From an optimization exercise on the open Yosys and OpenROAD flow, aimed at small area, a short achievable clock period and few clock cycles; shortcuts taken in it are not production practice.
RTL that was checked went through simulation tests only; none was proved equivalent to the original.
No functional check of the RTL was part of runs 2 to 8.

==> design/flow/design.v <==
module AtanROM #(parameter DW = 16 , AW = 4)(
	input         [(AW-1):0] address,
	output signed [DW-1:0]   AtanValue);
	reg           [DW-1:0]   romAtan;
	always @ (*)
	begin
		case (address)
			4'd0:    romAtan = 16'h1dac;
			4'd1:    romAtan = 16'h0fae;
			4'd2:    romAtan = 16'h07f5;
			4'd3:    romAtan = 16'h03ff;
			4'd4:    romAtan = 16'h0200;
			4'd5:    romAtan = 16'h0100;
			4'd6:    romAtan = 16'h0080;
			4'd7:    romAtan = 16'h0040;
			4'd8:    romAtan = 16'h0020;
			4'd9:    romAtan = 16'h0010;
			4'd10:   romAtan = 16'h0008;
			4'd11:   romAtan = 16'h0004;
			4'd12:   romAtan = 16'h0002;
			default: romAtan = 16'h0001;
		endcase
	end
	assign AtanValue = romAtan;
endmodule
module Cordic #(parameter DW=16, AW=4)(
	input                  clk, rst, en,
	output                 done,
	input  signed [DW-1:0] z,
	output signed [DW-1:0] x,y);
	reg signed [15:0] X, Y;
	reg        [15:0] Z;
	reg        [3:0]  m;         
	reg               busy, done_r;
	wire        [15:0] AtanValue;
	AtanROM #(.DW(16),.AW(4)) UUT (.address(m), .AtanValue(AtanValue));
	wire        last  = (m == 4'd13);
	always @ (posedge clk, posedge rst)
		if (rst) begin
			busy   <= 1'b0;
			done_r <= 1'b0;
			m      <= 4'd0;
		end else begin
			busy   <= busy ? ~last : en;
			done_r <= busy & last;
			m      <= busy & ~last ? m + 4'd1 : 4'd0;
		end
	wire               pos = ~Z[15];
	wire signed [15:0] yc  = Y ^ {16{pos}};    
	wire signed [15:0] xc  = X ^ {16{~pos}};   
	wire signed [14:0] y1  = yc[15:1];
	wire signed [14:0] x1  = xc[15:1];
	wire signed [14:0] ysh = y1 >>> m;
	wire signed [14:0] xsh = x1 >>> m;
	wire signed [15:0] xi  = X + {ysh[14], ysh} + pos;    
	wire signed [15:0] yi  = Y + {xsh[14], xsh} + {15'd0, ~pos};
	wire        [15:0] zi  = Z + (AtanValue ^ {16{pos}}) + pos;
	wire        [15:0] z0  = z[15] ? z + 16'h3244 : z - 16'h3244;
	always @ (posedge clk) begin
		X <= busy ? xi : 16'h26dd;
		Y <= busy ? yi : (z[15] ? -16'sh26dd : 16'sh26dd);
		Z <= busy ? zi : z0;
	end
	assign done = done_r;
	assign x = X;
	assign y = Y;
endmodule
==> design/flow/flow/run.sh <==
#!/bin/bash
# The standard layout (standard synthesis included), with the ports
# buffered by the smallest buffer instead of the delay cell buffer_ports
# picks by default. The whole output of the flow goes to flow.log here;
# each ORFS step also keeps its own log under orfs/logs/.
set -euo pipefail
export BUFFER_PORTS_ARGS="-buffer_cell sky130_fd_sc_hd__buf_1"
bash standard.sh finish > flow.log 2>&1
==> design/flow/standard.sh <==
#!/bin/bash
# synth_recipe.tcl (not shown) runs the flow's synth.tcl, then flattens the netlist and writes it again
# the make line also repeats each setting of config.mk as NAME=value (left out here)
make -C /OpenROAD-flow-scripts/flow DESIGN_CONFIG=/design/flow/config.mk WORK_HOME=/design/flow/orfs CLKGATE_MAP_FILE= SYNTH_SCRIPT=/design/flow/synth_recipe.tcl "${@:-finish}"
==> design/flow/config.mk <==
export PLATFORM = sky130hd
export DESIGN_NAME = Cordic
export DESIGN_NICKNAME = Cordic
export VERILOG_FILES = /design/flow/design.v
export SDC_FILE = /design/flow/constraint.sdc
export NUM_CORES = 4
export LEC_CHECK = 0
export ABC_AREA = 1
export CAP_MARGIN = 20
export CORE_MARGIN = 2
export CORE_UTILIZATION = 40
export SETUP_SLACK_MARGIN = 4
export SLEW_MARGIN = 20
==> design/flow/constraint.sdc <==
create_clock -name core_clock -period 8.0 [get_ports {clk}]
set_input_delay 1.6000 -clock core_clock [delete_from_list [all_inputs] [get_ports {clk}]]
set_output_delay 1.6000 -clock core_clock [all_outputs]
set_load 0.01 [all_outputs]
==> run notes, run 1 <==
Via density=~5.3; commonest cells after routing, fill and taps aside=nand2_1 (291), nand3_1 (118), inv_1 (86); CTS Root Cell=clkbuf_16; min cycle time layout=3.676 ns; total die area=about 17000 um2; antenna cells=0; PortBufs=51; syn_nets=about 1100; Slew Limit Fails=0; max_cap viols=0; Worst Path Required=slightly above 8 ns; HP Class=flip-flop to flip-flop; clock insertion delay at the later pin of the skew report=between 0.3 and 0.4 ns; flops & latches, synth=54; Nets=1127; global-route wire length before repair=roughly 29000 um; Area Growth Syn to Fin=8.181%; CP Capture Type=flip-flop; Mapped Area=approximately 6300 um2; final wirelength=17970 um; period utilization=0.4596; WL per Instance=roughly 14 um; endpoints failing setup=0; initial antenna violation count=0; worst-path maximum fanout=between 40 and 50; CTS Buf Count=5; slew margin rel.=0.4765; core area=15310 um2; clock-pin slew on the worst setup and hold paths=0.07 ns; clk buf depth=2; htree depth=2; vias in the first global route=5951; CP arrival=3.87 ns; final instance area=6817 um2; Starting Density=0.4114; final hold violation count=0; Synth warnings=2; synth unique cells=42; CTS tree=yes; register area share after synthesis=0.1763; Ports=52; RSZ-0062 raised after global routing=false; GRT Residual Overflow=0; GPL Wtd Cong=0.9359; Hold Slack=0.5161 ns; synthesized area per cell=approximately 6.3 um2; # DRC=0; Post-DP Area=about 6600 um2; outcome=timing/DRC/antenna clean; Critical Path Source Type=flip-flop; largest net degree at the start of global routing=between 40 and 50; Final Util=0.4451; Detailed Route Iter0 Violations=between 500 and 600; Post-Synthesis Cells=1007; fmax=272.0 MHz; clk sinks=54; final HPWL from detailed placement=13760 um; Chip Width=around 130 um; DR vias=between 6000 and 7000; overall routing resource usage=0.2172; Final ANT Viol Nets=0; Crit Path Category=flip-flop to flip-flop; slew at the pin with the worst max-slew slack=0.7844 ns; setup_tns=0 ns; chip height=roughly 130 um; Clock Skew=between 0.008 and 0.009 ns; TritonRoute pass-1 iters=5; layout cells sized above 1=0.03842; commonest non-fill, non-tap cell in the layout=nand2_1; # rows=45
==> metrics by stage <==
step           instances  setup WS [ns]
6_report            1252          4.324
3_5_place_dp        1237          3.794
5_1_grt             1252          4.014
4_1_cts             1245          4.099
3_3_place_gp        1237          3.881
2_1_floorplan       1007          4.933
==> per-layer routing <==
layer	vias up	track usage	share of wire
li1	3419	-	-
met1	2960	0.2989	0.49
met2	169	0.3576	0.45
met3	26	0.02519	0.042
met4	0	0.06641	0.020
met5	-	0	0
==> cell families after synthesis <==
logic type,after synthesis,synth area share
compound gates,189,0.1660
xor+xnor,60,0.08936
fa+ha+maj,68,0.1422
buf+inv,124,0.08380
flops,54,0.1763
mux,1,0.001589
simple gates,511,0.3407
==> cells in the mapped netlist <==
cell / count / area, um2
inv_1: 88 / 330.3
buf_4: 2 / 15.01
or2_1: 2 / 12.51
xor2_2: 2 / 32.53
buf_6: 4 / 45.04
buf_1: 7 / 26.28
xor2_1: 32 / 280.3
fa_1: 6 / 120.1
and3_1: 2 / 12.51
a211oi_1: 1 / 7.510
a21oi_1: 77 / 385.4
nand2_2: 2 / 12.51
a21boi_0: 1 / 7.510
o21ai_1: 9 / 45.04
o21ai_0: 66 / 330.3
dfxtp_1: 48 / 960.9
nor2_1: 67 / 251.5
nand2_1: 291 / 1092
buf_8: 1 / 15.01
nand3_1: 118 / 590.6
o21bai_1: 5 / 37.54
a31oi_1: 3 / 18.77
inv_4: 1 / 6.260
dfrtp_1: 6 / 150.1
and2_1: 1 / 6.260
o211ai_1: 14 / 105.1
nand4_1: 4 / 25.02
clkbuf_1: 12 / 45.04
ha_1: 62 / 775.7
o211ai_2: 2 / 25.02
xnor2_1: 23 / 201.4
buf_2: 8 / 40.04
mux2i_1: 1 / 10.01
a21o_1: 10 / 75.07
or2_2: 4 / 25.02
nor2_2: 1 / 6.260
nand3b_1: 6 / 45.04
xnor2_2: 3 / 48.80
a211o_1: 1 / 8.760
nor4_1: 2 / 12.51
nor3_1: 11 / 55.05
clkbuf_2: 1 / 5.000
==> repair_timing <==
| item | in CTS | in global routing |
|---|---|---|
| gates cloned | 0 | 2 |
| endpoints found under the hold margin | 0 | 0 |
| setup endpoints to repair | 4 | 30 |
| setup buffers | 0 | 5 |
| hold buffers | 0 | 0 |
| resized for setup | 1 | 9 |
==> cell type report <==
cell class              instances  area (um2)
fillers                      1705        8498
multi-input cells             829        4669
flip-flops and latches         54        1119
inverters                      89       344.1
well taps                     211       264.0
repair buffers                 59       255.2
clock buffers                   6       138.9
clock inverters                 2       16.27
repair inverters                2       10.01
==> path summary, 6_finish.rpt <==
| kind | from | to | slack [ns] | cells past startpoint |
|---|---|---|---|---|
| min reg2reg | Z[0] | Z[0] | 0.52 | 2 |
| min | Z[0] | Z[0] | 0.52 | 2 |
| min in group asynchronous | rst | busy | 1.17 | 2 |
| max reg2reg | m[0] | Y[14] | 4.32 | 20 |
| max in group asynchronous | rst | m[1] | 6.61 | 2 |
| max | m[0] | Y[14] | 4.32 | 20 |
==> critical path: stages, from the launching register on <==
cell and delay, ns:
dfrtp_1 0.32, buf_4 0.38, clkinvlp_2 0.68, nand2_1 0.21
o21ai_0 0.16, nand2_1 0.11, nand3_1 0.08, nand2_1 0.07
nand2_1 0.08, fa_1 0.35, inv_1 0.09, fa_1 0.21
nand3_1 0.08, nand3_1 0.15, nand3_1 0.09, nand2_1 0.14
nand2_1 0.10, nand2_1 0.08, nand2_1 0.05, nand3_1 0.06
nand2_1 0.05
==> registers in the layout, summed over array words and instances (netlist names) <==
name / flops
Y: 16
X: 16
Z: 16
busy: 1
m: 4
done_r: 1
Testbench counts, summed over its fixed seeds: cycles 48,000.
==> run 2, diff against run 1 <==
==> design/flow/design.v (replaced) <==
module AtanROM #(parameter DW = 16)(
	input         [3:0]    hi,
	input         [3:0]    lo,
	output        [DW-1:0] AtanValue);
	function [15:0] atan(input integer k);    
		case (k)
			0:  atan = 16'h1dac;  1:  atan = 16'h0fae;
			2:  atan = 16'h07f5;  3:  atan = 16'h03ff;
			4:  atan = 16'h0200;  5:  atan = 16'h0100;
			6:  atan = 16'h0080;  7:  atan = 16'h0040;
			8:  atan = 16'h0020;  9:  atan = 16'h0010;
			10: atan = 16'h0008;  11: atan = 16'h0004;
			12: atan = 16'h0002;  default: atan = 16'h0001;
		endcase
	endfunction
	reg [15:0] v;
	integer h, l;
	always @ (*) begin
		v = 16'h0000;
		for (h = 0; h < 4; h = h + 1)
			for (l = 0; l < 4; l = l + 1)
				if (4*h + l < 14)
					v = v | ({16{hi[h] & lo[l]}} & atan(4*h + l));
	end
	assign AtanValue = v;
endmodule
module Cordic #(parameter DW=16, AW=4)(
	input                  clk, rst, en,
	output                 done,
	input  signed [DW-1:0] z,
	output signed [DW-1:0] x,y);
	reg signed [15:0] X, Y;
	reg        [15:0] Z;
	reg        [3:0]  hi, lo;    
	reg               busy, done_r;
	wire        [15:0] AtanValue;
	AtanROM #(.DW(16)) UUT (.hi(hi), .lo(lo), .AtanValue(AtanValue));
	wire        last  = hi[3] & lo[1];           
	wire        step  = busy & ~last;
	always @ (posedge clk, posedge rst)
		if (rst) begin
			busy   <= 1'b0;
			done_r <= 1'b0;
		end else begin
			busy   <= busy ? ~last : en;
			done_r <= busy & last;
		end
	always @ (posedge clk) begin
		lo <= step ? {lo[2:0], lo[3]} : 4'b0001;
		hi <= step ? (lo[3] ? {hi[2:0], hi[3]} : hi) : 4'b0001;
	end
	function [14:0] shr(input [14:0] a, input [3:0] h1, input [3:0] l1);
		reg [14:0] s;
		begin
			s =   ({15{l1[0]}} & a)
			    | ({15{l1[1]}} & {{1{a[14]}}, a[14:1]})
			    | ({15{l1[2]}} & {{2{a[14]}}, a[14:2]})
			    | ({15{l1[3]}} & {{3{a[14]}}, a[14:3]});
			shr = ({15{h1[0]}} & s)
			    | ({15{h1[1]}} & {{4{s[14]}}, s[14:4]})
			    | ({15{h1[2]}} & {{8{s[14]}}, s[14:8]})
			    | ({15{h1[3]}} & {{12{s[14]}}, s[14:12]});
		end
	endfunction
	wire               pos = ~Z[15];
	wire        [15:0] yc  = Y ^ {16{pos}};
	wire        [15:0] xc  = X ^ {16{~pos}};
	wire        [14:0] ysh = shr(yc[15:1], hi, lo);
	wire        [14:0] xsh = shr(xc[15:1], hi, lo);
	wire        [15:0] xi  = X + {ysh[14], ysh} + {15'd0, pos};
	wire        [15:0] yi  = Y + {xsh[14], xsh} + {15'd0, ~pos};
	wire        [15:0] zi  = Z + (AtanValue ^ {16{pos}}) + {15'd0, pos};
	wire        [15:0] z0  = z[15] ? z + 16'h3244 : z - 16'h3244;
	always @ (posedge clk) begin
		X <= busy ? xi : 16'h26dd;
		Y <= busy ? yi : (z[15] ? 16'hd923 : 16'h26dd);
		Z <= busy ? zi : z0;
	end
	assign done = done_r;
	assign x = X;
	assign y = Y;
endmodule
==> design/flow/run.sh (new file) <==
#!/bin/bash
# synth_recipe.tcl (not shown) runs the flow's synth.tcl, then flattens the netlist and writes it again
# the make line also repeats each setting of config.mk as NAME=value (left out here)
make -C /OpenROAD-flow-scripts/flow DESIGN_CONFIG=/design/flow/config.mk WORK_HOME=/design/flow/orfs CLKGATE_MAP_FILE= SYNTH_SCRIPT=/design/flow/synth_recipe.tcl finish
removed: design/flow/flow/run.sh
removed: design/flow/standard.sh
==> run notes, run 2 <==
endpoints failing setup=0 (unchanged); initial antenna violation count=0 (unchanged); CTS tree=yes; M3 GR Usage=0.03950 (+0.01432); GRT Residual Overflow=0 (unchanged); slew at the pin with the worst max-slew slack=0.9202 ns (+0.1358 ns); CTS Root Cell=clkbuf_16; Post-Synthesis Cells=1015 (+0.79%); core area=15150 um2 (-1.1%); largest family of logic cells by synthesized area=simple AND/OR/NAND/NOR gates; Final ANT Viol Nets=0 (unchanged); # DRC=0 (unchanged); clock-pin slew on the worst setup and hold paths=0.06 ns (about the same); R2R Path End=X[10]; Critical Path Source Type=flip-flop; register area share after synthesis=0.1892 (+0.01288); global-route wire length before repair=30260 um (+4.1%); register-to-register path setup slack=4.36 ns (+0.04 ns); Synth area leader=nand2_1; cts-stage hold buffer count=0 (unchanged); total die area=16490 um2 (-1.7%); final HPWL from detailed placement=14300 um (+4.0%); overall routing resource usage=0.2299 (+0.01264); final instance area=7231 um2 (+6.1%); Starting Density=0.4087 (-0.002764); outcome=timing/DRC/antenna clean; Worst Path Required=8.21 ns (+0.02 ns); Worst R2R Start=Z[15]; max_cap viols=0 (unchanged); TritonRoute pass-1 iters=5 (unchanged); Chip Width=128.4 um (-0.86%); WL per Instance=14.85 um (+3.5%); Synth area leaders=nand2_1 (21%), dfxtp_1 (18%), ha_1 (11%); largest net degree at the start of global routing=47 (+2.2%); slew margin rel.=0.3857 (-0.09081); mux cell area share after synthesis=0 (-0.001589); antenna cells=0 (unchanged); Ports=52 (unchanged); area share of xor/xnor cells in the synthesized design=0.06893 (-0.02043); setup_tns=0 ns (unchanged); most frequent cell after synthesis=nand2_1; top-area cell type share of the netlist area=0.2122 (+0.03890); Synth Area in Adders=0.1286 (-0.01361); biggest regs=X: 16 flops, Y: 16 flops, Z: 16 flops; reg2reg path depth=17 (-15%); ys async rst share=0.03448 (-0.07663); Post-DP Area=6828 um2 (+3.6%); Post-Synth Simple-Gate Area=0.3584 (+0.01765); met2 Use GR=0.3827 (+0.02508); clk sinks=58 (+7.4%); worst hold endpoint=Z[0]; DR vias=6746 (+2.6%); origin of the worst min-delay path=Z[0]; commonest cells in the netlist=nand2_1 (350), a21oi_1 (90), inv_1 (84); Mapped Area=6190 um2 (-1.8%); worst-path maximum fanout=39 (-13%); PortBufs=51 (unchanged); GPL Wtd Cong=0.9430 (+0.76%); vias in the first global route=6021 (+1.2%); CTS Buf Count=9 (+4); hold depth=2 (unchanged); min cycle time layout=3.638 ns (-0.03857 ns); final hold violation count=0 (unchanged); Crit Path Category=flip-flop to flip-flop; Nets=1141 (+1.2%); layout cells sized above 1=0.04686 (+0.008436); commonest cells after routing, fill and taps aside=nand2_1 (350), a21oi_1 (90), inv_1 (83); CP Capture Type=flip-flop; # rows=45 (unchanged); CP arrival=3.85 ns (-0.02 ns); htree depth=3 (+1); Slew Limit Fails=0 (unchanged); chip height=128.4 um (-0.86%); final wirelength=18640 um (+3.8%); clock insertion delay at the later pin of the skew report=0.35 ns (+0.03 ns); period utilization=0.4547 (-0.004821); Clock Skew=0.009352 ns (+0.0009798 ns); Top FF cell, synth=dfxtp_1; syn_nets=1094 (unchanged); clk buf depth=2 (unchanged); Synth warnings=2 (unchanged); synth unique cells=45 (+7.1%); commonest non-fill, non-tap cell in the layout=nand2_1; HP Class=flip-flop to flip-flop; met1 Usage GRT=0.3035 (+0.004522); fmax=274.9 MHz (+1.1%); Compound-Gate Fraction of Synth Area=0.1767 (+0.01067); Area Growth Syn to Fin=16.82%; Via density=5.375 (+2.4%); Post-synth EDFFs=0 (unchanged); busiest grt layer=met2; flops & latches, synth=58 (+7.4%); synthesized area per cell=6.098 um2 (-2.5%); RSZ-0062 raised after global routing=false; Detailed Route Iter0 Violations=484 (-4.0%)
[run 2: worst max path at each step]
stage	from	end	slack, ns	cells after the start
floorplan	z[15]	Z[12]	5.11	10
global placement	Z[15]	X[10]	3.73	16
detailed placement	Z[15]	X[10]	3.60	16
CTS	Z[15]	X[10]	4.04	16
global route	Z[15]	X[10]	4.11	17
finish	Z[15]	X[10]	4.36	17
[run 2: worst max-delay path: stages, from the launching register on]
cell        delay [ns]
dfxtp_4           0.72
clkinvlp_4        0.16
buf_4             0.20
or2_0             0.21
nand2_1           0.08
inv_1             0.08
a21oi_2           0.18
o21a_1            0.13
nand2_1           0.07
fa_1              0.44
fa_1              0.46
nand3_1           0.11
nand2_1           0.11
nand2_1           0.09
nand2_1           0.11
a21oi_1           0.18
or2_2             0.13
nand3_1           0.06
[run 2: layout make-up]
cell class	instances	area, um2
Fill cell	1617	7915
Multi-Input combinational cell	839	4534
Sequential cell	58	1175
Timing Repair Buffer	66	623.1
Inverter	88	334.1
Clock buffer	10	239.0
Tap cell	188	235.2
Clock inverter	6	90.09
[run 2: per-layer routing]
metal  share of wire  up-vias  routed length (um)
li1                -     3475                   -
met1            0.46     3046                8533
met2            0.47      201                8798
met3           0.055       24                1018
met4           0.016        0                 290
met5               0        -                   0
[run 2: kinds of logic after synthesis]
logic type,count (synthesis)
buffers and inverters,118
and+or+nand+nor,534
AOI/OAI and AO/OA,198
xor gates and xnor gates,47
DFF,58
adders and majority gates,60
[run 2: through the flow]
stage	instances	worst slack, ns	utilization	hold slack [ns]
2_1_floorplan	1015	5.115	-	0.4640
3_5_place_dp	1230	3.597	0.4508	0.4853
5_1_grt	1255	4.112	0.4774	0.5312
6_report	1255	4.362	0.4774	0.4917
3_3_place_gp	1230	3.727	0.4508	0.4849
4_1_cts	1246	4.036	0.4727	0.4932
[run 2: repair_timing]
| action | in CTS | in global routing |
|---|---|---|
| hold endpoints to repair | 0 | 0 |
| buffers inserted | 0 | 9 |
| gates cloned | 0 | 0 |
| resized for setup | 1 | 1 |
| pin swaps | 0 | 0 |
| endpoints found under the setup margin | 11 | 6 |
==> run 3, diff against run 2 <==
--- a/design/flow/design.v
+++ b/design/flow/design.v
@@ -32,9 +32,12 @@
 	reg signed [15:0] X, Y;
 	reg        [15:0] Z;
-	reg        [3:0]  hi, lo;    
+	reg        [3:0]  hx, lx;    
+	reg        [3:0]  hy, ly;    
+	reg        [3:0]  hz, lz;    
+	reg               px, py;    
 	reg               busy, done_r;
 	wire        [15:0] AtanValue;
-	AtanROM #(.DW(16)) UUT (.hi(hi), .lo(lo), .AtanValue(AtanValue));
-	wire        last  = hi[3] & lo[1];           
+	AtanROM #(.DW(16)) UUT (.hi(hz), .lo(lz), .AtanValue(AtanValue));
+	wire        last  = hz[3] & lz[1];           
 	wire        step  = busy & ~last;
 	always @ (posedge clk, posedge rst)
@@ -47,6 +50,10 @@
 		end
 	always @ (posedge clk) begin
-		lo <= step ? {lo[2:0], lo[3]} : 4'b0001;
-		hi <= step ? (lo[3] ? {hi[2:0], hi[3]} : hi) : 4'b0001;
+		lx <= step ? {lx[2:0], lx[3]} : 4'b0001;
+		hx <= step ? (lx[3] ? {hx[2:0], hx[3]} : hx) : 4'b0001;
+		ly <= step ? {ly[2:0], ly[3]} : 4'b0001;
+		hy <= step ? (ly[3] ? {hy[2:0], hy[3]} : hy) : 4'b0001;
+		lz <= step ? {lz[2:0], lz[3]} : 4'b0001;
+		hz <= step ? (lz[3] ? {hz[2:0], hz[3]} : hz) : 4'b0001;
 	end
 	function [14:0] shr(input [14:0] a, input [3:0] h1, input [3:0] l1);
@@ -63,17 +70,37 @@
 		end
 	endfunction
-	wire               pos = ~Z[15];
-	wire        [15:0] yc  = Y ^ {16{pos}};
-	wire        [15:0] xc  = X ^ {16{~pos}};
-	wire        [14:0] ysh = shr(yc[15:1], hi, lo);
-	wire        [14:0] xsh = shr(xc[15:1], hi, lo);
-	wire        [15:0] xi  = X + {ysh[14], ysh} + {15'd0, pos};
-	wire        [15:0] yi  = Y + {xsh[14], xsh} + {15'd0, ~pos};
-	wire        [15:0] zi  = Z + (AtanValue ^ {16{pos}}) + {15'd0, pos};
+	function [15:0] add16(input [15:0] a, input [15:0] b, input ci);
+		reg [15:0] g, p, gg, pp;
+		integer i, k;
+		begin
+			g = a & b;
+			p = a ^ b;
+			gg = g; pp = p;
+			gg[0] = g[0] | (p[0] & ci);
+			for (k = 1; k < 16; k = k * 2)
+				for (i = 0; i < 16; i = i + 1)
+					if (i & k) begin
+						gg[i] = gg[i] | (pp[i] & gg[(i & ~(k - 1)) - 1]);
+						pp[i] = pp[i] & pp[(i & ~(k - 1)) - 1];
+					end
+			add16 = p ^ {gg[14:0], ci};
+		end
+	endfunction
+	wire               pz  = ~Z[15];
+	wire        [15:0] yc  = Y ^ {16{px}};
+	wire        [15:0] xc  = X ^ {16{~py}};
+	wire        [14:0] ysh = shr(yc[15:1], hx, lx);
+	wire        [14:0] xsh = shr(xc[15:1], hy, ly);
+	wire        [15:0] xi  = add16(X, {ysh[14], ysh}, px);
+	wire        [15:0] yi  = add16(Y, {xsh[14], xsh}, ~py);
+	wire        [15:0] zi  = add16(Z, AtanValue ^ {16{pz}}, pz);
 	wire        [15:0] z0  = z[15] ? z + 16'h3244 : z - 16'h3244;
+	wire        [15:0] zn  = busy ? zi : z0;
 	always @ (posedge clk) begin
-		X <= busy ? xi : 16'h26dd;
-		Y <= busy ? yi : (z[15] ? 16'hd923 : 16'h26dd);
-		Z <= busy ? zi : z0;
+		X  <= busy ? xi : 16'h26dd;
+		Y  <= busy ? yi : (z[15] ? 16'hd923 : 16'h26dd);
+		Z  <= zn;
+		px <= ~zn[15];
+		py <= ~zn[15];
 	end
 	assign done = done_r;
==> run notes, run 3 <==
outcome=timing/DRC/antenna clean; setup bufs post-CTS=0 (unchanged); initial antenna violation count=0 (unchanged); # rows=47 (+4.4%); # DRC=0 (unchanged); Synth area leader=dfxtp_1; CTS tree=yes; Slew Limit Fails=0 (unchanged); Detailed Route Iter0 Violations=421 (-13%); layout cells sized above 1=0.03906 (-0.007805); worst-path maximum fanout=34 (-13%); Synth warnings=2 (unchanged); Final ANT Viol Nets=0 (unchanged); GPL Wtd Cong=0.9098 (-3.5%); CP arrival=3.84 ns (about the same); endpoints failing setup=0 (unchanged); overall routing resource usage=0.2045 (-0.02537); slew at the pin with the worst max-slew slack=0.5505 ns (-0.3697 ns); register-to-register path setup slack=4.38 ns (+0.02 ns); final hold violation count=0 (unchanged); DR top layer=met4; Clock Skew=0.009613 ns (+0.0002616 ns); period utilization=0.4524 (-0.002280); synthesized area per cell=6.303 um2 (+3.4%); flops & latches, synth=75 (+29%); HP Class=flip-flop to flip-flop; final instance area=7641 um2 (+5.7%); final wirelength=17870 um (-4.1%); GRT Residual Overflow=0 (unchanged); clk buf depth=2 (unchanged); RSZ-0062 raised after global routing=false; min cycle time layout=3.620 ns (-0.01824 ns); CP Capture Point=Y[8]; commonest non-fill, non-tap cell in the layout=nand2_1; Crit Path Category=flip-flop to flip-flop; max_cap viols=0 (unchanged); commonest cells after routing, fill and taps aside=nand2_1 (375), inv_1 (138), nand3_1 (76); PortBufs=51 (unchanged); register area share after synthesis=0.2266 (+0.03744); setup_tns=0 ns (unchanged); antenna cells=0 (unchanged); commonest cells in the netlist=nand2_1 (375), inv_1 (138), nand3_1 (76); Top FF cell, synth=dfxtp_1; global-route wire length before repair=29300 um (-3.2%); top-area cell type share of the netlist area=0.2191 (+0.006887); WL met3=655 um (-36%); htree depth=3 (unchanged); WL per Instance=13.53 um (-8.9%); Chip Width=133.1 um (+3.7%); Via density=4.964 (-7.7%); critical path launch point=px; synth unique cells=44 (-2.2%); final HPWL from detailed placement=14070 um (-1.6%); largest net degree at the start of global routing=37 (-21%); reg2reg path depth=17 (unchanged); fmax=276.3 MHz (+0.50%); Mapped Area=6669 um2 (+7.7%); TritonRoute pass-1 iters=5 (unchanged); chip height=133.1 um (+3.7%); syn_nets=1143 (+4.5%); CTS Buf Count=9 (unchanged); clock-pin slew on the worst setup and hold paths=0.06 ns (about the same); clk sinks=75 (+29%); Ports=52 (unchanged); Area Growth Syn to Fin=14.58%; slew margin rel.=0.6325 (+0.2468); ys async rst share=0.02667 (-0.007816); most frequent cell after synthesis=nand2_1; M1 WL=8400 um (-1.6%); core area=16470 um2 (+8.7%); Worst R2R Start=px; clock insertion delay at the later pin of the skew report=0.35 ns (about the same); Post-synth EDFFs=0 (unchanged); Starting Density=0.4050 (-0.003659); Nets=1181 (+3.5%); DR vias=6557 (-2.8%); CTS Root Cell=clkbuf_16; DR WL met2=8469 um (-3.7%); Post-Synthesis Cells=1058 (+4.2%); R2R Path End=Y[8]; Synth area leaders=dfxtp_1 (22%), nand2_1 (21%), ha_1 (9.6%); vias in the first global route=6020 (-0.017%); Critical Path Source Type=flip-flop; Post-DP Area=7330 um2 (+7.3%); Worst Path Required=8.22 ns (about the same); biggest regs=X: 16 flops, Y: 16 flops, Z: 16 flops; total die area=17720 um2 (+7.5%); CP Capture Type=flip-flop
[run 3: cell count changes after synthesis, sizes merged, moves of 9 or more]
cell	change
dfxtp	+17
inv	+56
o21ai	-9
a21oi	-44
nand2	+27
nor2	+12
fa	+9
[run 3: per-stage QoR]
stage | hold slack (ns) | util | cells | setup WS (ns)
final | 0.4810 | 0.4641 | 1321 | 4.380
after global routing | 0.5135 | 0.4641 | 1321 | 4.066
after CTS | 0.4798 | 0.4639 | 1321 | 4.076
after detailed placement | 0.4695 | 0.4451 | 1305 | 4.089
after global placement | 0.4677 | 0.4451 | 1305 | 4.173
after floorplan | 0.4405 | - | 1058 | 4.900
[run 3: per-layer routing]
| layer | up-vias | track usage |
|---|---|---|
| met5 | - | 0 |
| met4 | 0 | 0.05969 |
| met3 | 25 | 0.03729 |
| li1 | 3452 | - |
| met1 | 2941 | 0.2626 |
| met2 | 139 | 0.3518 |
[run 3: cells by family after synthesis]
kind of cell	count (synthesis)	synth area share
mux	2	0.003189
xor+xnor	46	0.06604
compound gates	139	0.1141
flops	75	0.2266
fa+ha+maj	66	0.1407
buf+inv	168	0.1011
simple gates	562	0.3482
[run 3: worst min-delay path by stage]
stage | start | end | slack, ns | cells past startpoint
after floorplan | lz[1] | lz[2] | 0.44 | 2
after global placement | Z[0] | Z[0] | 0.47 | 2
after detailed placement | lz[1] | lz[2] | 0.47 | 2
after CTS | lz[1] | lz[2] | 0.48 | 2
after global routing | lz[2] | lz[3] | 0.51 | 2
final | lz[1] | lz[2] | 0.48 | 2
[run 3: final cells by class]
cell class                      instances  area (um2)
Clock inverter                          7       83.83
Sequential cell                        75        1515
Inverter                              142       533.0
Clock buffer                            9       225.2
Tap cell                              220       275.3
Multi-Input combinational cell        815        4483
Timing Repair Buffer                   53       525.5
Fill cell                            1761        8825
[run 3: critical path, cell delays in order, from the launching register on]
cell,delay (ns)
dfxtp_4,0.70
inv_2,0.18
nand2_1,0.10
nand2_1,0.10
o22ai_1,0.19
nor2_1,0.08
o21ai_1,0.13
nor2_1,0.07
fa_1,0.39
fa_1,0.40
inv_1,0.10
nand3_1,0.07
nand2_1,0.11
nand2_1,0.06
nand2_1,0.21
fa_1,0.46
nand2_1,0.07
nand2_1,0.05
[run 3: repair_timing]
item / in CTS / in global routing
endpoints found under the setup margin: 0 / 12
endpoints found under the hold margin: 0 / 0
hold buffers: 0 / 0
gates resized for setup: 0 / 1
==> run 4, diff against run 3 <==
--- a/design/flow/design.v
+++ b/design/flow/design.v
@@ -87,4 +87,5 @@
 		end
 	endfunction
+	wire               first = hz[0] & lz[0];       
 	wire               pz  = ~Z[15];
 	wire        [15:0] yc  = Y ^ {16{px}};
@@ -94,13 +95,22 @@
 	wire        [15:0] xi  = add16(X, {ysh[14], ysh}, px);
 	wire        [15:0] yi  = add16(Y, {xsh[14], xsh}, ~py);
-	wire        [15:0] zi  = add16(Z, AtanValue ^ {16{pz}}, pz);
-	wire        [15:0] z0  = z[15] ? z + 16'h3244 : z - 16'h3244;
-	wire        [15:0] zn  = busy ? zi : z0;
+	reg         [15:0] k01;
+	always @ (*)
+		case ({Z[15], px})
+			2'b01:   k01 = 16'h0000 - 16'h3244 - 16'h1dac;
+			2'b00:   k01 = 16'h0000 - 16'h3244 + 16'h1dac;
+			2'b11:   k01 = 16'h3244 - 16'h1dac;
+			default: k01 = 16'h3244 + 16'h1dac;
+		endcase
+	wire        [15:0] zb  = first ? k01 : AtanValue ^ {16{pz}};
+	wire        [15:0] zi  = add16(Z, zb, pz & ~first);
+	wire               p1  = z[15] ? ($signed(z) >= -16'sh3244) : ($signed(z) >= 16'sh3244);
+	wire        [15:0] zn  = busy ? zi : z;
 	always @ (posedge clk) begin
 		X  <= busy ? xi : 16'h26dd;
 		Y  <= busy ? yi : (z[15] ? 16'hd923 : 16'h26dd);
 		Z  <= zn;
-		px <= ~zn[15];
-		py <= ~zn[15];
+		px <= busy ? ~zi[15] : p1;
+		py <= busy ? ~zi[15] : p1;
 	end
 	assign done = done_r;
==> run notes, run 4 <==
min cycle time layout=3.583 ns (-0.03667 ns); ys async rst share=0.02667 (unchanged); Crit Path Category=flip-flop to flip-flop; htree depth=3 (unchanged); cts-stage hold buffer count=0 (unchanged); endpoints failing setup=0 (unchanged); slew at the pin with the worst max-slew slack=0.7327 ns (+0.1822 ns); period utilization=0.4479 (-0.004584); final wirelength=17500 um (-2.1%); overall routing resource usage=0.2172 (+0.01276); chip height=130.2 um (-2.2%); Critical Path Source Type=flip-flop; Synth area leader=nand2_1; CTS Buf Count=9 (unchanged); WL per Instance=13.59 um (+0.46%); CP arrival=3.81 ns (-0.03 ns); most frequent cell after synthesis=nand2_1; TritonRoute pass-1 iters=5 (unchanged); Slew Limit Fails=0 (unchanged); Nets=1145 (-3.0%); Post-Synthesis Cells=1033 (-2.4%); setup_tns=0 ns (unchanged); fmax=279.1 MHz (+1.0%); area taken by multi-input logic gates=4208 um2 (-6.1%); DR vias=6308 (-3.8%); GRT Residual Overflow=0 (unchanged); clock-pin slew on the worst setup and hold paths=0.07 ns (about the same); number of fill cells in the layout=1629 (-7.5%); Synth area leaders=nand2_1 (24%), dfxtp_1 (23%), ha_1 (8.6%); final hold violation count=0 (unchanged); Detailed Route Iter0 Violations=370 (-12%); final instance area=7342 um2 (-3.9%); layout cells sized above 1=0.03172 (-0.007339); Hold Slack=0.4971 ns (+0.01608 ns); commonest cells in the netlist=nand2_1 (407), inv_1 (130), dfxtp_1 (73); syn_nets=1111 (-2.8%); Final ANT Viol Nets=0 (unchanged); Starting Density=0.4055 (+0.0004633); Clock Skew=0.009699 ns (+0.00008576 ns); CP Capture Type=flip-flop; max_cap viols=0 (unchanged); flops & latches, synth=75 (unchanged); HP Class=flip-flop to flip-flop; RSZ-0062 raised after global routing=false; largest net degree at the start of global routing=38 (+2.7%); Ports=52 (unchanged); Place WS=3.843 ns (-0.2465 ns); core area=15710 um2 (-4.6%); placed instance count=1271 (-2.6%); commonest non-fill, non-tap cell in the layout=nand2_1; worst-path maximum fanout=20 (-41%); antenna cells=0 (unchanged); Via density=4.898 (-1.3%); Chip Width=130.2 um (-2.2%); clk buf depth=2 (unchanged); register area share after synthesis=0.2372 (+0.01059); top-area cell type share of the netlist area=0.2398 (+0.02065); global-route wire length before repair=28990 um (-1.1%); PortBufs=51 (unchanged); Top FF cell, synth=dfxtp_1; # DRC=0 (unchanged); Area Growth Syn to Fin=15.24%; final HPWL from detailed placement=13270 um (-5.7%); total die area=16950 um2 (-4.3%); # rows=46 (-2.1%); Worst Path Required=8.23 ns (about the same); slew margin rel.=0.5108 (-0.1217); post-route setup slack=4.417 ns (+0.03667 ns); Post-synth EDFFs=0 (unchanged); clk sinks=75 (unchanged); commonest cells after routing, fill and taps aside=nand2_1 (407), inv_1 (130), dfxtp_1 (72); clock insertion delay at the later pin of the skew report=0.35 ns (about the same); CTS Root Cell=clkbuf_16; synthesized area per cell=6.168 um2 (-2.2%); Mapped Area=6371 um2 (-4.5%); Post-DP Area=7008 um2 (-4.4%); outcome=timing/DRC/antenna clean; FF+latch area=1515 um2 (unchanged); CTS tree=yes; synth unique cells=40 (-9.1%); vias in the first global route=5804 (-3.6%); fin cells=1288 (-2.5%); Final Util=0.4673 (+0.003214); GPL Wtd Cong=0.9089 (about the same); Synth warnings=2 (unchanged); initial antenna violation count=0 (unchanged); biggest regs=X: 16 flops, Y: 16 flops, Z: 16 flops
==> run 4: cell count changes after synthesis, moves of 6 or more <==
cell     previous run  this run
nand3_1            76        67
nand2_1           375       407
xor2_1             25        16
ha_1               51        44
nor2_1             73        67
inv_1             138       130
==> run 4: layout make-up <==
class                   count  share of cell area
multi-input cells         795              0.5731
flip-flops and latches     75              0.2064
repair buffers             53             0.07430
inverters                 133             0.06800
well taps                 216             0.03681
clock buffers               9             0.03067
clock inverters             7             0.01074
==> run 4: timing repair <==
| action | 4_1_cts | 5_1_grt |
|---|---|---|
| resized for setup | 1 | 0 |
| setup buffers | 0 | 1 |
| pin swaps | 0 | 0 |
| endpoints found under the setup margin | 3 | 3 |
==> run 4: critical path, cell delays in order, from the launching register on <==
cell and delay, ns:
dfxtp_4 0.46, inv_1 0.27, nand2_1 0.08, nand2_1 0.25, nand2_1 0.11, nand3_2 0.13, nand2_1 0.06, nand2_1 0.08
nor3_2 0.05, fa_1 0.39, fa_1 0.41, inv_1 0.10, nand3_1 0.07, nand2_1 0.11, nand2_1 0.06, nand2_1 0.23
fa_1 0.46, nand2_1 0.07, nand2_1 0.05
==> run 4: cell families (layout without fill, tap and decap cells) <==
| kind of cell | count (synthesis) | count (layout) | share of synthesized area |
|---|---|---|---|
| AO/OA/AOI/OAI | 122 | 122 | 0.1029 |
| XOR/XNOR | 37 | 37 | 0.05558 |
| adder cells (fa/ha/maj) | 59 | 59 | 0.1335 |
| buffers and inverters | 163 | 202 | 0.1023 |
| flip-flops | 75 | 75 | 0.2372 |
| AND/OR/NAND/NOR | 577 | 577 | 0.3684 |
==> run 4: routing by layer <==
| metal | up-vias | track usage | wire, um |
|---|---|---|---|
| met5 | - | 0 | 0 |
| met4 | 0 | 0.06325 | 355 |
| met3 | 23 | 0.03239 | 869 |
| met2 | 173 | 0.3616 | 8175 |
| met1 | 2789 | 0.2928 | 8103 |
| li1 | 3323 | - | - |
==> run 4: path summary, 6_finish.rpt <==
kind                            start      to  slack (ns)  depth (start not counted)
worst max-delay path               px    Y[8]        4.42                         18
worst min-delay path            lz[2]   lz[3]        0.50                          2
worst max register to register     px    Y[8]        4.42                         18
worst min register to register  lz[2]   lz[3]        0.50                          2
max in group asynchronous         rst    busy        6.50                          2
min in group asynchronous         rst  done_r        1.40                          2
==> run 5, diff against run 4 <==
==> design/flow/flow/run.sh (new file) <==
#!/bin/bash
# The standard layout with two changes: adders are left to abc as plain
# gates (no full/half adder cells, ADDER_MAP_FILE empty), and the ports are
# buffered by the smallest buffer instead of the delay cell buffer_ports
# picks by default. Synthesis is otherwise the standard one (synth_recipe.tcl:
# no fsm or share pass, flattened, function nets renamed), so the registers
# and their names are the standard synthesis's. The whole output goes to
# flow.log here; each ORFS step also keeps its own log under orfs/logs/.
set -euo pipefail
export ADDER_MAP_FILE=
export BUFFER_PORTS_ARGS="-buffer_cell sky130_fd_sc_hd__buf_1"
bash standard.sh finish > flow.log 2>&1
==> design/flow/standard.sh (new file) <==
#!/bin/bash
# synth_recipe.tcl (not shown) runs the flow's synth.tcl, then flattens the netlist and writes it again
# the make line also repeats each setting of config.mk as NAME=value (left out here)
make -C /OpenROAD-flow-scripts/flow DESIGN_CONFIG=/design/flow/config.mk WORK_HOME=/design/flow/orfs CLKGATE_MAP_FILE= SYNTH_SCRIPT=/design/flow/synth_recipe.tcl "${@:-finish}"
removed: design/flow/run.sh
==> run notes, run 5 <==
R2R Path End=Y[9]; clk sinks=75 (unchanged); commonest cells after routing, fill and taps aside=nand2_1 (433), inv_1 (135), nor2_1 (109); Via density=4.962 (+1.3%); clock insertion delay at the later pin of the skew report=0.36 ns (about the same); Synth area leader=nand2_1; WL per Instance=13.10 um (-3.6%); core area=15940 um2 (+1.5%); GRT Residual Overflow=0 (unchanged); syn_nets=1178 (+6.0%); # DRC=0 (unchanged); Area Growth Syn to Fin=9.188%; Final Util=0.4486 (-0.01868); Ports=52 (unchanged); Mapped Area=6550 um2 (+2.8%); Worst Path Required=8.24 ns (about the same); overall routing resource usage=0.2164 (-0.0008482); antenna cells=0 (unchanged); TritonRoute pass-1 iters=5 (unchanged); DR vias=7011 (+11%); max_cap viols=0 (unchanged); layout cells sized above 1=0.06767 (+0.03595); CTS Buf Count=9 (unchanged); fmax=305.4 MHz (+9.4%); endpoints failing setup=0 (unchanged); RSZ-0062 raised after global routing=false; Final ANT Viol Nets=0 (unchanged); outcome=timing/DRC/antenna clean; reg2reg path depth=20 (+2); min cycle time layout=3.274 ns (-0.3085 ns); Slew Limit Fails=0 (unchanged); post-CTS sizing=0 (-1); Critical Path Source Type=flip-flop; slew at the pin with the worst max-slew slack=0.9752 ns (+0.2425 ns); placed instance count=1397 (+9.9%); vias in the first global route=6398 (+10%); global-route wire length before repair=30840 um (+6.4%); Clock Skew=0.008535 ns (-0.001164 ns); CTS tree=yes; setup_tns=0 ns (unchanged); synthesized area per cell=5.651 um2 (-8.4%); Post-Synthesis Cells=1159 (+12%); CP Capture Point=Y[9]; initial antenna violation count=1 (+1); commonest cells in the netlist=nand2_1 (433), inv_1 (135), nor2_1 (109); htree depth=3 (unchanged); fin cells=1413 (+9.7%); Nets=1211 (+5.8%); biggest regs=X: 16 flops, Y: 16 flops, Z: 16 flops; HP Class=flip-flop to flip-flop; CP arrival=3.51 ns (-0.30 ns); PortBufs=51 (unchanged); Top FF cell, synth=dfxtp_1; cts-stage hold buffer count=0 (unchanged); final hold violation count=0 (unchanged); ys async rst share=0.02667 (unchanged); Post-synth EDFFs=0 (unchanged); register-to-register path setup slack=4.73 ns (+0.31 ns); Chip Width=132.0 um (+1.4%); final instance area=7152 um2 (-2.6%); Crit Path Category=flip-flop to flip-flop; Worst R2R Start=px; CTS Root Cell=clkbuf_16; commonest non-fill, non-tap cell in the layout=nand2_1; clock-pin slew on the worst setup and hold paths=0.07 ns (about the same); final wirelength=18510 um (+5.8%); slew margin rel.=0.3499 (-0.1609); critical path launch point=px; register area share after synthesis=0.2308 (-0.006480); Post-DP Area=6840 um2 (-2.4%); top-area cell type share of the netlist area=0.2481 (+0.008350); period utilization=0.4093 (-0.03856); CP Capture Type=flip-flop; worst-path maximum fanout=36 (+80%); # rows=46 (unchanged); Synth warnings=2 (unchanged); GPL Wtd Cong=0.9312 (+2.5%); synth unique cells=56 (+40%); clk buf depth=2 (unchanged); most frequent cell after synthesis=nand2_1; setup bufs post-CTS=0 (unchanged); chip height=132.0 um (+1.4%); Synth area leaders=nand2_1 (25%), dfxtp_1 (22%), inv_1 (7.7%); Detailed Route Iter0 Violations=435 (+18%); Hold Slack=0.4894 ns (-0.007715 ns); flops & latches, synth=75 (unchanged); total die area=17410 um2 (+2.7%); final HPWL from detailed placement=14420 um (+8.7%); largest net degree at the start of global routing=37 (-2.6%); Starting Density=0.4108 (+0.005367)
[run 5: cell types whose count changed after synthesis, sizes merged, moves of 9 or more]
cell / before / now
nand2: 408 / 457
nor2: 69 / 117
ha: 44 / 0
nand3: 68 / 95
o21ai: 58 / 75
fa: 15 / 0
xnor2: 19 / 6
inv: 132 / 143
xor2: 18 / 29
and2: 1 / 10
nand4: 21 / 12
[run 5: worst min path at each step]
stage | slack, ns | start | cells past startpoint | to
final | 0.49 | hx[3] | 2 | hx[3]
after global routing | 0.51 | hx[3] | 2 | hx[3]
after CTS | 0.49 | hx[3] | 2 | hx[3]
after detailed placement | 0.48 | hx[3] | 2 | hx[3]
after global placement | 0.47 | hy[3] | 2 | hy[3]
after floorplan | 0.44 | lz[2] | 2 | lz[3]
[run 5: cell type report]
type | instances | area [um2]
clock buffers | 9 | 225.2
clock inverters | 7 | 86.33
fillers | 1790 | 8791
inverters | 144 | 545.5
multi-input cells | 910 | 4313
flip-flops and latches | 75 | 1513
well taps | 216 | 270.3
repair buffers | 52 | 198.9
[run 5: metrics by stage]
stage | setup WS (ns)
3_5_place_dp | 4.737
3_3_place_gp | 4.724
6_report | 4.726
2_1_floorplan | 5.218
4_1_cts | 4.733
5_1_grt | 4.345
[run 5: logic make-up after synthesis]
family,synth area share
AO/OA/AOI/OAI,0.1408
XOR/XNOR,0.04967
buffers and inverters,0.1108
flip-flops,0.2308
AND/OR/NAND/NOR,0.4680
[run 5: critical path, cell delays in order (launching register included)]
cell      delay [ns]
dfxtp_2         0.97
inv_6           0.23
nand2_1         0.12
nand2_1         0.11
nand2_1         0.13
nor2_1          0.08
inv_2           0.08
nand2_1         0.09
inv_1           0.10
nand3_1         0.12
or2_0           0.23
nand2_1         0.11
inv_1           0.06
nand2_1         0.08
nor2_1          0.05
nor2_2          0.14
nand2_4         0.10
nand2_1         0.11
nand3b_1        0.08
nand3_1         0.08
nand2_1         0.06
[run 5: routing by layer]
layer	GRT usage	up-vias	routed length, um
met5	0	-	0
met4	0.06341	0	303
met3	0.03768	21	705
met2	0.3750	129	8734
met1	0.2747	3120	8768
li1	-	3741	-
==> run 6, diff against run 5 <==
--- a/design/flow/config.mk
+++ b/design/flow/config.mk
@@ -10,4 +10,4 @@
 export CORE_MARGIN = 2
 export CORE_UTILIZATION = 40
-export SETUP_SLACK_MARGIN = 4
+export SETUP_SLACK_MARGIN = 4.5
 export SLEW_MARGIN = 20
==> run notes, run 6 <==
outcome=timing/DRC/antenna clean; Crit Path Category=flip-flop to flip-flop; HP Class=flip-flop to flip-flop; # DRC=0 (unchanged); Ports=52 (unchanged); Slew Limit Fails=0 (unchanged); Mapped Area=6550 um2 (unchanged); total die area=17410 um2 (unchanged); clock insertion delay at the later pin of the skew report=0.36 ns (about the same); initial antenna violation count=1 (unchanged); final wirelength=18490 um (-0.14%); clk buf depth=2 (unchanged); commonest cells in the netlist=nand2_1 (433), inv_1 (135), nor2_1 (109); TritonRoute pass-1 iters=7 (+2); Post-Synthesis Cells=1159 (unchanged); period utilization=0.3675 (-0.04182); clock-pin slew on the worst setup and hold paths=0.07 ns (about the same); Synth area leader=nand2_1; placed instance count=1397 (unchanged); PortBufs=51 (unchanged); CP Capture Type=flip-flop; Top FF cell, synth=dfxtp_1; top-area cell type share of the netlist area=0.2481 (unchanged); GPL Wtd Cong=0.9312 (unchanged); Worst Path Required=8.24 ns (about the same); GRT Residual Overflow=0 (unchanged); Post-synth EDFFs=0 (unchanged); final HPWL from detailed placement=14420 um (unchanged); syn_nets=1178 (unchanged); final hold violation count=0 (unchanged); WL per Instance=13.08 um (-0.14%); Chip Width=132.0 um (unchanged); core area=15940 um2 (unchanged); RSZ-0062 raised after global routing=false; setup_tns=0 ns (unchanged); endpoints failing setup=0 (unchanged); Final ANT Viol Nets=0 (unchanged); synth unique cells=56 (unchanged); Area Growth Syn to Fin=9.226% (about the same); Synth warnings=2 (unchanged); chip height=132.0 um (unchanged); post-CTS sizing=0 (unchanged); # rows=46 (unchanged); ys async rst share=0.02667 (unchanged); min cycle time layout=2.940 ns (-0.3345 ns); global-route wire length before repair=30840 um (unchanged); vias in the first global route=6398 (unchanged); htree depth=3 (unchanged); fin cells=1413 (unchanged); Starting Density=0.4108 (unchanged); antenna cells=0 (unchanged); Clock Skew=0.008444 ns (-0.00009112 ns); clk sinks=75 (unchanged); biggest regs=X: 16 flops, Y: 16 flops, Z: 16 flops; number of fill cells in the layout=1789 (-0.056%); Critical Path Source Type=flip-flop; fmax=340.1 MHz (+11%); layout cells sized above 1=0.06767 (unchanged); most frequent cell after synthesis=nand2_1; CTS tree=yes; register area share after synthesis=0.2308 (unchanged); Detailed Route Iter0 Violations=430 (-1.1%); CTS Root Cell=clkbuf_16; worst-path maximum fanout=36 (unchanged); cts-stage hold buffer count=0 (unchanged); Nets=1211 (unchanged); slew at the pin with the worst max-slew slack=0.8967 ns (-0.07844 ns); overall routing resource usage=0.2164 (unchanged); setup bufs post-CTS=0 (unchanged); Synth area leaders=nand2_1 (25%), dfxtp_1 (22%), inv_1 (7.7%); synthesized area per cell=5.651 um2 (unchanged); CP arrival=3.18 ns (-0.33 ns); Via density=4.968 (+0.13%); CTS Buf Count=9 (unchanged); DR vias=7020 (+0.13%); commonest non-fill, non-tap cell in the layout=nand2_1; max_cap viols=0 (unchanged); flops & latches, synth=75 (unchanged); slew margin rel.=0.3985 (+0.04860); largest net degree at the start of global routing=37 (unchanged); commonest cells after routing, fill and taps aside=nand2_1 (433), inv_1 (135), nor2_1 (109)
==> run 6: stage by stage <==
step,hold slack (ns),setup slack [ns],instance area (um2),util
after floorplan,0.4406,5.218,6550,-
after global placement,0.4746,4.724,6840,0.4291
after detailed placement,0.4774,4.737,6840,0.4291
after CTS,0.4891,4.733,7152,0.4486
after global routing,0.5108,4.697,7154,0.4488
final,0.4894,5.060,7154,0.4488
==> run 6: worst max-delay path: stages, from the launching register on <==
cell	delay, ns
dfxtp_4	0.70
inv_6	0.19
nand2_1	0.10
nand2_1	0.10
nand2_1	0.13
nor2_1	0.08
inv_2	0.08
nand2_1	0.09
inv_1	0.10
nand3_1	0.12
or2_0	0.23
nand2_1	0.11
inv_1	0.06
nand2_1	0.08
nor2_1	0.05
nor2_2	0.14
nand2_4	0.10
nand2_1	0.11
nand3b_1	0.08
nand3_1	0.08
nand2_1	0.06
==> run 6: cell type report <==
| class | count | area, um2 | share of cell area |
|---|---|---|---|
| inverter | 144 | 545.5 | 0.07625 |
| multi-input combinational | 910 | 4313 | 0.6028 |
| tap | 216 | 270.3 | 0.03778 |
| sequential | 75 | 1515 | 0.2118 |
| timing repair buffer | 52 | 198.9 | 0.02781 |
| clock buffer | 9 | 225.2 | 0.03148 |
| clock inverter | 7 | 86.33 | 0.01207 |
==> run 6: per-layer routing <==
metal,vias up,global-route usage,routed length (um)
li1,3740,-,-
met1,3127,0.2747,8769
met2,132,0.3750,8708
met3,21,0.03768,702
met4,0,0.06341,304
met5,-,0,0
==> run 6: kinds of logic after synthesis <==
| family | after synthesis | synth area share |
|---|---|---|
| buf+inv | 174 | 0.1108 |
| compound gates | 157 | 0.1408 |
| simple gates | 718 | 0.4680 |
| flops | 75 | 0.2308 |
| xor+xnor | 35 | 0.04967 |
==> run 6: final timing paths <==
kind / startpoint / to / slack [ns] / cells past startpoint
max reg2reg: px / Y[9] / 5.06 / 20
min: hx[3] / hx[3] / 0.49 / 2
min in group asynchronous: rst / done_r / 1.05 / 2
min reg2reg: hx[3] / hx[3] / 0.49 / 2
max in group asynchronous: rst / busy / 6.84 / 2
max: px / Y[9] / 5.06 / 20
==> run 7, diff against run 6 <==
--- a/design/flow/config.mk
+++ b/design/flow/config.mk
@@ -10,4 +10,4 @@
 export CORE_MARGIN = 2
 export CORE_UTILIZATION = 40
-export SETUP_SLACK_MARGIN = 4.5
+export SETUP_SLACK_MARGIN = 5
 export SLEW_MARGIN = 20
==> run notes, run 7 <==
outcome=timing/DRC/antenna clean; Crit Path Category=primary input to flip-flop; CP arrival=3.12 ns (-0.06 ns); chip height=132.0 um (unchanged); met1 Usage GRT=0.2747 (unchanged); Critical Path Source Type=primary input; Ports=52 (unchanged); commonest cells in the netlist=nand2_1 (433), inv_1 (135), nor2_1 (109); Chip Width=132.0 um (unchanged); final hold violation count=0 (unchanged); critical path launch point=z[5]; register-to-register path setup slack=5.31 ns (+0.25 ns); period utilization=0.3604 (-0.007077); CP max stage delay=0.33 ns (-0.37 ns); final HPWL from detailed placement=14420 um (unchanged); setup_tns=0 ns (unchanged); Via density=4.989 (+0.41%); reg2reg path depth=21 (+5.0%); Post-synth EDFFs=0 (unchanged); Clock Skew=0.008061 ns (-0.0003830 ns); GPL Wtd Cong=0.9312 (unchanged); clock insertion delay at the later pin of the skew report=0.36 ns (about the same); CP Capture Point=px; antenna cells=0 (unchanged); synth unique cells=56 (unchanged); crit-path cells=buf_1 > nor4_2 > nor2_1 > o31a_1 > o311ai_0 > a21oi_1 > a31oi_1 > nand2_1; endpoints failing setup=0 (unchanged); syn_nets=1178 (unchanged); synthesized area per cell=5.651 um2 (unchanged); layout cells sized above 1=0.07820 (+0.01053); total die area=17410 um2 (unchanged); Starting Density=0.4108 (unchanged); max_cap viols=0 (unchanged); TritonRoute pass-1 iters=8 (+1); register area share after synthesis=0.2308 (unchanged); Synth area leader=nand2_1; cts-stage hold buffer count=0 (unchanged); ys async rst share=0.02667 (unchanged); Slew Limit Fails=0 (unchanged); RSZ-0062 raised after global routing=false; slew margin rel.=0.4124 (+0.01391); Synth area leaders=nand2_1 (25%), dfxtp_1 (22%), inv_1 (7.7%); CTS Buf Count=9 (unchanged); Final ANT Viol Nets=0 (unchanged); WL per Instance=13.24 um (+1.2%); # rows=46 (unchanged); flops & latches, synth=75 (unchanged); Post-Synthesis Cells=1159 (unchanged); met2 Use GR=0.3750 (unchanged); HP Class=flip-flop to flip-flop; Slowest cell on crit path=o311ai_0; CP Capture Type=flip-flop; Final Util=0.4538 (+0.005023); min cycle time layout=2.883 ns (-0.05662 ns); GRT Residual Overflow=0 (unchanged); overall routing resource usage=0.2164 (unchanged); Nets=1216 (+0.41%); Detailed Route Iter0 Violations=417 (-3.0%); clk sinks=75 (unchanged); number of fill cells in the layout=1785 (-0.22%); worst-path maximum fanout=3 (-92%); initial antenna violation count=1 (unchanged); vias in the first global route=6398 (unchanged); largest net degree at the start of global routing=37 (unchanged); Worst R2R Start=px; PortBufs=51 (unchanged); # DRC=0 (unchanged); final wirelength=18780 um (+1.6%); commonest cells after routing, fill and taps aside=nand2_1 (433), inv_1 (135), nor2_1 (109); htree depth=3 (unchanged); top-area cell type share of the netlist area=0.2481 (unchanged); R2R Path End=Y[13]; global-route wire length before repair=30840 um (unchanged); fmax=346.8 MHz (+2.0%); commonest non-fill, non-tap cell in the layout=nand2_1; biggest regs=X: 16 flops, Y: 16 flops, Z: 16 flops; core area=15940 um2 (unchanged); clk buf depth=2 (unchanged); Top FF cell, synth=dfxtp_1; M3 GR Usage=0.03768 (unchanged); slew at the pin with the worst max-slew slack=0.8793 ns (-0.01745 ns); Mapped Area=6550 um2 (unchanged); Area Growth Syn to Fin=10.45%; clock-pin slew on the worst setup and hold paths=0.07 ns (about the same); Synth warnings=2 (unchanged); DR vias=7074 (+0.77%); Worst Path Required=8.23 ns (about the same); CTS Root Cell=clkbuf_16; CTS tree=yes; most frequent cell after synthesis=nand2_1; busiest grt layer=met2
-- run 7: stage by stage --
step | std cells | hold slack (ns) | setup slack (ns) | cell area (um2)
floorplan | 1159 | 0.4406 | 5.218 | 6550
global placement | 1397 | 0.4746 | 4.724 | 6840
detailed placement | 1397 | 0.4774 | 4.737 | 6840
CTS | 1413 | 0.4891 | 5.060 | 7154
global route | 1418 | 0.5108 | 4.989 | 7234
finish | 1418 | 0.4911 | 5.117 | 7234
-- run 7: worst min path at each step --
stage / start / depth (start not counted) / slack [ns] / end
3_5_place_dp: hx[3] / 2 / 0.48 / hx[3]
4_1_cts: hx[3] / 2 / 0.49 / hx[3]
5_1_grt: hx[3] / 2 / 0.51 / hx[3]
2_1_floorplan: lz[2] / 2 / 0.44 / lz[3]
6_report: hx[3] / 2 / 0.49 / hx[3]
3_3_place_gp: hy[3] / 2 / 0.47 / hy[3]
-- run 7: layout make-up --
type	instances	area (um2)	area share
timing repair buffer	57	254.0	0.03511
multi-input combinational	910	4324	0.5977
sequential	75	1523	0.2105
clock inverter	7	86.33	0.01193
clock buffer	9	225.2	0.03113
tap	216	270.3	0.03736
inverter	144	551.8	0.07627
-- run 7: cell families after synthesis --
logic type | count (synthesis) | share of synthesized area
simple gates | 718 | 0.4680
buf+inv | 174 | 0.1108
compound gates | 157 | 0.1408
flops | 75 | 0.2308
xor+xnor | 35 | 0.04967
-- run 7: layer usage --
| layer | wire, um | vias up | share of wire |
|---|---|---|---|
| li1 | - | 3751 | - |
| met1 | 8852 | 3155 | 0.47 |
| met2 | 8860 | 141 | 0.47 |
| met3 | 710 | 27 | 0.038 |
| met4 | 356 | 0 | 0.019 |
| met5 | 0 | - | 0 |
-- run 7: repair_timing --
item,4_1_cts,5_1_grt
endpoints found under the hold margin,0,0
gates resized for setup,1,10
setup buffers,0,5
setup endpoints to repair,28,27
-- run 7: critical path: cells and delay by family --
kind	cells	cell delay (ns)
buffers and inverters	1	0.10
AO/OA/AOI/OAI	4	0.92
AND/OR/NAND/NOR	3	0.49
==> run 8, diff against run 7 <==
--- a/design/flow/design.v
+++ b/design/flow/design.v
@@ -35,5 +35,5 @@
 	reg        [3:0]  hy, ly;    
 	reg        [3:0]  hz, lz;    
-	reg               px, py;    
+	reg               px, ny;    
 	reg               busy, done_r;
 	wire        [15:0] AtanValue;
@@ -90,9 +90,9 @@
 	wire               pz  = ~Z[15];
 	wire        [15:0] yc  = Y ^ {16{px}};
-	wire        [15:0] xc  = X ^ {16{~py}};
+	wire        [15:0] xc  = X ^ {16{ny}};
 	wire        [14:0] ysh = shr(yc[15:1], hx, lx);
 	wire        [14:0] xsh = shr(xc[15:1], hy, ly);
 	wire        [15:0] xi  = add16(X, {ysh[14], ysh}, px);
-	wire        [15:0] yi  = add16(Y, {xsh[14], xsh}, ~py);
+	wire        [15:0] yi  = add16(Y, {xsh[14], xsh}, ny);
 	reg         [15:0] k01;
 	always @ (*)
@@ -112,5 +112,5 @@
 		Z  <= zn;
 		px <= busy ? ~zi[15] : p1;
-		py <= busy ? ~zi[15] : p1;
+		ny <= busy ? zi[15] : ~p1;
 	end
 	assign done = done_r;
==> run notes, run 8 <==
TritonRoute pass-1 iters=7 (-1); slew at the pin with the worst max-slew slack=0.7155 ns (-0.1638 ns); largest net degree at the start of global routing=40 (+8.1%); clock-pin slew on the worst setup and hold paths=0.06 ns (about the same); setup bufs post-CTS=0 (unchanged); Synth area leader=nand2_1; register-to-register path setup slack=5.27 ns (-0.04 ns); # rows=46 (unchanged); placed instance count=1392 (-0.36%); Nets=1206 (-0.82%); overall routing resource usage=0.2168 (+0.0004131); layout cells sized above 1=0.07466 (-0.003539); Detailed Route Iter0 Violations=430 (+3.1%); clk sinks=76 (+1.3%); FF+latch area=1549 um2 (+1.7%); Top FF cell, synth=dfxtp_1; fin cells=1408 (-0.71%); CTS Buf Count=9 (unchanged); chip height=131.6 um (-0.28%); Crit path max-delay family=simple AND/OR/NAND/NOR gates; Worst Path Required=8.22 ns (about the same); Crit Path Category=flip-flop to flip-flop; Synth area leaders=nand2_1 (24%), dfxtp_1 (23%), inv_1 (8.1%); number of fill cells in the layout=1777 (-0.45%); Crit path depth=16 (+8); R2R Path End=X[13]; period utilization=0.3416 (-0.01886); global-route wire length before repair=30910 um (+0.25%); ys async rst share=0.02632 (-0.0003509); Ports=52 (unchanged); CTS Root Cell=clkbuf_16; Clock Skew=0.007242 ns (-0.0008195 ns); top-area cell type share of the netlist area=0.2352 (-0.01298); GRT Residual Overflow=0 (unchanged); min cycle time layout=2.732 ns (-0.1508 ns); htree depth=3 (unchanged); mux cell area share after synthesis=0 (unchanged); HP Class=flip-flop to flip-flop; reg2reg path depth=16 (-24%); Mapped Area=6512 um2 (-0.57%); PortBufs=51 (unchanged); Starting Density=0.4100 (-0.0008744); GPL Wtd Cong=0.9574 (+2.8%); endpoints failing setup=0 (unchanged); setup_tns=0 ns (unchanged); clk buf depth=2 (unchanged); syn_nets=1170 (-0.68%); CP Capture Type=flip-flop; WL per Instance=12.99 um (-2.0%); CTS tree=yes; clock insertion delay at the later pin of the skew report=0.35 ns (about the same); Area Growth Syn to Fin=9.798%; final hold violation count=0 (unchanged); worst path bufs/invs=0 (-1); DR vias=6973 (-1.4%); Slew Limit Fails=0 (unchanged); crit-path cells=xor2_1 > nand2_1 > nand3_1 > nand2_1 > nand2_1 > nor2_1 > nor2_1 > a21oi_2 > o21bai_4 > nand2_2 > nand2_2 > nand2_2 > nand2_4 > nand2_1 > nand3b_1 > nand3_1; Synth Area in Adders=0.001537 (+0.001537); slew margin rel.=0.5212 (+0.1088); final HPWL from detailed placement=14280 um (-0.96%); critical path launch point=px; Slowest cell on crit path=dfxtp_4; max_cap viols=0 (unchanged); # DRC=0 (unchanged); outcome=timing/DRC/antenna clean; register area share after synthesis=0.2352 (+0.004404); Post-Synth Simple-Gate Area=0.4646 (-0.003451); Final ANT Viol Nets=0 (unchanged); Post-synth EDFFs=0 (unchanged); CP arrival=2.95 ns (-0.17 ns)
==> run 8: cell count changes after synthesis, sizes merged, moves of 5 or more <==
cell,delta
nand4,+5
o21ai,-10
nand2,-23
inv,+11
==> run 8: worst min path at each step <==
stage	start	to	slack, ns	cells after the start
final	hy[3]	hy[3]	0.48	2
after global placement	hy[3]	hy[3]	0.48	2
after global routing	hy[3]	hy[3]	0.53	2
after floorplan	lz[1]	lz[2]	0.44	2
after CTS	hy[3]	hy[3]	0.49	2
after detailed placement	hy[3]	hy[3]	0.48	2
==> run 8: kinds of logic after synthesis <==
family	after synthesis
buffers and inverters	183
adder cells (fa/ha/maj)	1
AO/OA/AOI/OAI	151
AND/OR/NAND/NOR	707
XOR/XNOR	33
flip-flops	76
==> run 8: worst min-delay path: cells and delay by family, from the launching register on <==
kind | cells | cell delay (ns)
flip-flops | 1 | 0.32
AND/OR/NAND/NOR | 1 | 0.06
AO/OA/AOI/OAI | 1 | 0.05
==> run 8: area by class of cell <==
type,count,share of cell area
multi-input cells,892,0.5937
flip-flops and latches,76,0.2166
inverters,155,0.08206
well taps,216,0.03780
clock buffers,10,0.03202
repair buffers,53,0.02887
clock inverters,6,0.008924
==> run 8: through the flow <==
stage	setup WS, ns	hold slack [ns]	area [um2]	utilization
floorplan	5.515	0.4427	6513	-
detailed placement	4.732	0.4801	6838	0.4305
CTS	5.148	0.4892	7133	0.4490
finish	5.268	0.4844	7151	0.4501
global placement	4.808	0.4766	6838	0.4305
global route	5.009	0.5254	7151	0.4501
==> run 8: timing repair <==
action,in CTS,in global routing
hold buffers,0,0
setup endpoints to repair,32,30
resized for setup,2,12
pin swaps,0,0
==> run 8: routing by layer <==
layer  vias to the layer above  wire length [um]  GRT usage
li1                       3716                 -          -
met1                      3049              8241     0.2677
met2                       167              8728     0.3752
met3                        41               822    0.04167
met4                         0               491    0.07669
met5                         -                 0          0

==> separate check: timing with driven ports <==
In the flow no input, the clock included, has a driving cell. The finished layouts below were timed again as built, in two steps. Step 1: set_driving_cell puts a clkbuf_16 on clk and a buf_2 on each other input, an assumption about the parent block. Step 2 moves the port delays by t, midway between the first and last clock arrival at a register: inputs arrive t later, outputs are due t later. That takes back most of the time a late clock gives input paths. a / b / c = ideal / step 1 / step 2; a / b = the first two.
| run | t (ns) | slack for setup (ns) | clock arrival spread, ns |
|---|---|---|---|
| run 1 | 0.354 | 4.324 / 4.324 / 4.214 | 0.008 / 0.008 |
| run 2 | 0.383 | 4.362 / 4.362 / 4.052 | 0.009 / 0.010 |
| run 3 | 0.387 | 4.380 / 4.380 / 4.221 | 0.010 / 0.010 |
| run 4 | 0.385 | 4.417 / 4.417 / 4.417 | 0.010 / 0.009 |
| run 5 | 0.395 | 4.726 / 4.726 / 4.726 | 0.009 / 0.009 |
| run 6 | 0.396 | 5.060 / 5.060 / 4.727 | 0.009 / 0.009 |
| run 7 | 0.397 | 5.117 / 5.137 / 4.740 | 0.009 / 0.009 |
| run 8 | 0.387 | 5.268 / 5.268 / 5.154 | 0.007 / 0.007 |
After both steps setup and hold are still met in every run listed. The setup slack of run 7, which loses most, moves by +0.020 ns with the drivers and by -0.377 ns with both steps.
